What follows belongs to an exercise in optimizing a design on an open flow for small area and a short achievable clock period; a production flow would make more cautious choices. RTL that was checked went through simulation tests only; none was proved equivalent to the original.

==> module pll, before the edit <==
module pll #(
    parameter PHASE_BITS = 32,
    parameter [0:0] OPT_TRACK_FREQUENCY = 1'b1,
    parameter [PHASE_BITS-1:0] INITIAL_PHASE_STEP = 0,
    parameter [0:0] OPT_GLITCHLESS = 1'b1
) (
    input wire i_clk,
    input wire i_reset,
    input wire i_ld,
    input wire [PHASE_BITS-1:0] i_step,
    input wire i_ce,
    input wire i_input,
    input wire [4:0] i_lgcoeff,
    output wire [PHASE_BITS-1:0] o_phase,
    output reg [1:0] o_err
);
    reg agreed_output;
    reg [31:0] ctr, r_step;
    reg [4:0] lgc;        
    always @(posedge i_clk)
        lgc <= i_lgcoeff;
    wire [31:0] pge, fge;
    genvar i, l;
    generate
        for (i = 0; i < 32; i = i + 1) begin : g_mask
            assign pge[i] = (lgc >= 31 - i);
            if (i >= 1 && i <= 29 && (i % 2) == 1)
                assign fge[i] = (lgc >= (29 - i) / 2) && (lgc < 15);
            else if (i >= 30)
                assign fge[i] = (lgc < 15);
            else if (i >= 1)
                assign fge[i] = fge[i-1];
            else
                assign fge[i] = 1'b0;
        end
    endgenerate
    wire [31:0] pc = pge & ~{pge[30:0], 1'b0};
    wire s = ctr[31];
    wire pe = s ^ i_input;
    wire lead = agreed_output ^ s;      
    wire [31:0] g0 = ctr & r_step;
    wire [31:0] p0 = ctr ^ r_step;
    wire [31:0] G [0:5];
    wire [31:0] P [0:5];
    assign G[0] = g0;
    assign P[0] = p0;
    generate
        for (l = 0; l < 5; l = l + 1) begin : g_lvl
            for (i = 0; i < 32; i = i + 1) begin : g_bit
                if ((i >> l) & 1) begin
                    assign G[l+1][i] = G[l][i] | (P[l][i] & G[l][((i >> l) << l) - 1]);
                    assign P[l+1][i] = P[l][i] & P[l][((i >> l) << l) - 1];
                end else begin
                    assign G[l+1][i] = G[l][i];
                    assign P[l+1][i] = P[l][i];
                end
            end
        end
    endgenerate
    wire [31:0] sum0 = p0 ^ {G[5][30:0], 1'b0};
    wire [31:0] m = (sum0 ^ {32{lead}}) | ~pge;
    wire [31:0] A [0:5];
    assign A[0] = m;
    generate
        for (l = 0; l < 5; l = l + 1) begin : g_alvl
            for (i = 0; i < 32; i = i + 1) begin : g_abit
                if ((i >> l) & 1)
                    assign A[l+1][i] = A[l][i] & A[l][((i >> l) << l) - 1];
                else
                    assign A[l+1][i] = A[l][i];
            end
        end
    endgenerate
    wire [31:0] pflip = pge & {A[5][30:0], 1'b1};
    wire cmp = |(r_step & pge);
    wire hold = lead & ~cmp;
    wire [31:0] fm = (r_step ^ {32{lead}}) | ~fge;
    wire [31:0] B [0:5];
    assign B[0] = fm;
    generate
        for (l = 0; l < 5; l = l + 1) begin : g_blvl
            for (i = 0; i < 32; i = i + 1) begin : g_bbit
                if ((i >> l) & 1)
                    assign B[l+1][i] = B[l][i] & B[l][((i >> l) << l) - 1];
                else
                    assign B[l+1][i] = B[l][i];
            end
        end
    endgenerate
    wire [31:0] fflip = fge & {B[5][30:0], 1'b1};
    always @(posedge i_clk)
    if (i_reset)
        agreed_output <= 1'b0;
    else if (i_ce && !pe)
        agreed_output <= s;
    always @(posedge i_clk)
    if (i_reset)
        ctr <= 0;
    else if (i_ce)
        ctr <= !pe ? sum0 : hold ? ctr : (sum0 ^ pflip);
    assign o_phase = ctr;
    always @(posedge i_clk)
    if (i_reset)
        r_step <= 0;
    else if (i_ld)
        r_step <= {1'b0, i_step[30:0]};
    else if (i_ce && pe)
        r_step <= r_step ^ fflip;
    always @(posedge i_clk)
    if (i_reset)
        o_err <= 2'h0;
    else if (i_ce)
        o_err <= {pe & lead, pe};
endmodule
clock: 5.2 ns
lec_check: 0
cap_margin: 20
core_margin: 2
core_utilization: 50
cts_buf_list: sky130_fd_sc_hd__clkbuf_8
cts_cluster_size: 40
place_density: 0.7
setup_slack_margin: 1.8
slew_margin: 20
standard.sh (not shown) runs the stock make flow with config.mk's settings and CLKGATE_MAP_FILE= SYNTH_SCRIPT=/design/flow/synth_recipe.tcl, a recipe that flattens the netlist after the stock synthesis.
==> flow/flow/run.sh <==
#!/bin/bash
# Own layout flow. It is the standard layout (standard.sh) except for the
# mapping of the logic between the flip-flops:
#  1. the standard synthesis runs unchanged (standard.sh synth);
#  2. the design is synthesised again with the same Yosys steps up to the
#     flip-flop mapping, so the flip-flops come out with the same names and
#     cells; then the gates are mapped with a delay-driven ABC script
#     (flow/map.abc) instead of the standard one;
set -euo pipefail
W=$PWD
RES=$W/orfs/results/$FLOW_PLATFORM/pll/base
LIB=$FLOW_HOME/platforms/sky130hd/lib/sky130_fd_sc_hd__tt_025C_1v80.lib
CFG=$FLOW_HOME/platforms/sky130hd/config.mk
YOSYS=$FLOW_HOME/../tools/install/yosys/bin/yosys
[ -x "$YOSYS" ] || YOSYS=yosys

bash standard.sh synth > $W/log_1_std_synth.txt 2>&1
cp $RES/1_2_yosys.v $W/std_1_2_yosys.v

DU=""
for c in sky130_fd_sc_hd__probe_p_8 sky130_fd_sc_hd__probec_p_8 \
    $(grep -o "sky130_fd_sc_hd__lpflow_[a-z0-9_]*" $CFG); do
  DU="$DU -dont_use $c"
done
cat > $W/own_synth.ys <<EOS
read_liberty -lib $LIB
read_verilog -defer $FLOW_DESIGN
hierarchy -check -top $FLOW_TOP
synth -flatten -nofsm -noshare -top $FLOW_TOP -run :fine
synth -nofsm -noshare -top $FLOW_TOP -run fine:
rename -wire
opt -purge
dfflibmap -liberty $LIB $DU
opt
setundef -zero
abc -script $W/flow/map.abc -liberty $LIB $DU
opt_clean -purge
hilomap -singleton -hicell sky130_fd_sc_hd__conb_1 HI -locell sky130_fd_sc_hd__conb_1 LO
splitnets
insbuf -buf sky130_fd_sc_hd__buf_4 A X
opt_clean -purge
rename -hide w:*\$func\$*
check -assert -mapped
stat -liberty $LIB
write_verilog -noattr -nohex -nodec $W/own_1_2_yosys.v
EOS
$YOSYS -l $W/log_2_own_synth.txt -q $W/own_synth.ys > /dev/null

grep -oE "sky130_fd_sc_hd__[a-z]*df[a-z0-9_]* +[^ ]+" $W/std_1_2_yosys.v | sort > $W/ff_std.txt
grep -oE "sky130_fd_sc_hd__[a-z]*df[a-z0-9_]* +[^ ]+" $W/own_1_2_yosys.v | sort > $W/ff_own.txt
cmp $W/ff_std.txt $W/ff_own.txt
cp $W/own_1_2_yosys.v $RES/1_2_yosys.v
touch $RES/1_2_yosys.v

export BUFFER_PORTS_ARGS="-buffer_cell sky130_fd_sc_hd__buf_1"
export SKIP_INCREMENTAL_REPAIR=1
bash standard.sh finish > $W/log_3_finish.txt 2>&1
==> flow/flow/map.abc <==
strash
dch -f
map -D 2500
buffer -p
upsize -D 2500
dnsize -D 2500
Then changed:
--- a/flow/design.v
+++ b/flow/design.v
@@ -14,22 +14,36 @@
     output wire [PHASE_BITS-1:0] o_phase,
     output reg [1:0] o_err
 );
     reg agreed_output;
     reg [31:0] ctr, r_step;
-    reg [4:0] lgc;        
-    always @(posedge i_clk)
-        lgc <= i_lgcoeff;
-    wire [31:0] pge, fge;
+    reg [3:1] th;
+    reg [7:1] tl;
+    always @(posedge i_clk) begin
+        th <= {i_lgcoeff[4:3] == 2'd3, i_lgcoeff[4], |i_lgcoeff[4:3]};
+        tl <= {i_lgcoeff[2:0] == 3'd7, i_lgcoeff[2:0] >= 3'd6, i_lgcoeff[2:0] >= 3'd5,
+               i_lgcoeff[2],
+               i_lgcoeff[2:0] >= 3'd3, |i_lgcoeff[2:1], |i_lgcoeff[2:0]};
+    end
+    wire [4:0] thx = {1'b0, th, 1'b1};       
+    wire [7:0] tlx = {tl, 1'b1};             
+    wire [31:0] gev;
     genvar i, l;
     generate
+        for (i = 0; i < 32; i = i + 1) begin : g_ge
+            assign gev[i] = thx[(i >> 3) + 1] | (thx[i >> 3] & tlx[i & 7]);
+        end
+    endgenerate
+    wire [31:0] pge, fge;
+    wire f_on = ~gev[15];
+    generate
         for (i = 0; i < 32; i = i + 1) begin : g_mask
-            assign pge[i] = (lgc >= 31 - i);
+            assign pge[i] = gev[31 - i];
             if (i >= 1 && i <= 29 && (i % 2) == 1)
-                assign fge[i] = (lgc >= (29 - i) / 2) && (lgc < 15);
+                assign fge[i] = gev[(29 - i) / 2] & f_on;
             else if (i >= 30)
-                assign fge[i] = (lgc < 15);
+                assign fge[i] = f_on;
             else if (i >= 1)
                 assign fge[i] = fge[i-1];
             else
                 assign fge[i] = 1'b0;
         end
@@ -70,11 +84,14 @@
                     assign A[l+1][i] = A[l][i];
             end
         end
     endgenerate
     wire [31:0] pflip = pge & {A[5][30:0], 1'b1};
-    wire cmp = |(r_step & pge);
+    wire above = |(r_step & {pge[30:0], 1'b0});
+    wire rk = |(r_step & pc);
+    wire below = |(r_step & ~pge);
+    wire cmp = above | (rk & below);
     wire hold = lead & ~cmp;
     wire [31:0] fm = (r_step ^ {32{lead}}) | ~fge;
     wire [31:0] B [0:5];
     assign B[0] = fm;
     generate
Outcome:
- fmax went down by a few percent
- core utilization went down by 2.2 points
- worst setup slack got worse by 74 ps
- die area went up by roughly a tenth
- design area went up by a few percent
- global-route usage went up by 0.45 points
- cell count went up by a few percent
Function not checked in the second run of this note: the RTL went through the layout flow alone.

[separate check: timing with driven ports]
How much do the figures lean on ideal ports? The routed layouts below were timed once more, with nothing changed but the port constraints.
Step 1 sets driving cells, clkbuf_16 on the clock port and buf_2 on the other inputs (assumed; they add their load-dependent delay and slew).
Step 2 adds t to the input delays and takes it off the output delays; t is the mean of the earliest and latest rising clock arrival at the registers after step 1. Input paths then give back, and output paths get back, about the clock's delay inside the block.
Slacks: no drivers / after step 1 / after step 2; pairs: no drivers / after step 1.
| run | t, ns | setup WS [ns] | worst slew at a driven data input, ns |
|---|---|---|---|
| the first run | 0.435 | 1.717 / 1.717 / 1.704 | 0.04 |
| the second run | 0.423 | 1.644 / 1.644 / 1.389 | 0.03 |
After both steps setup and hold are still met in every run listed. For the second run, which loses most, drivers alone change the setup slack by 0.000 ns; drivers and shift together by -0.255 ns.
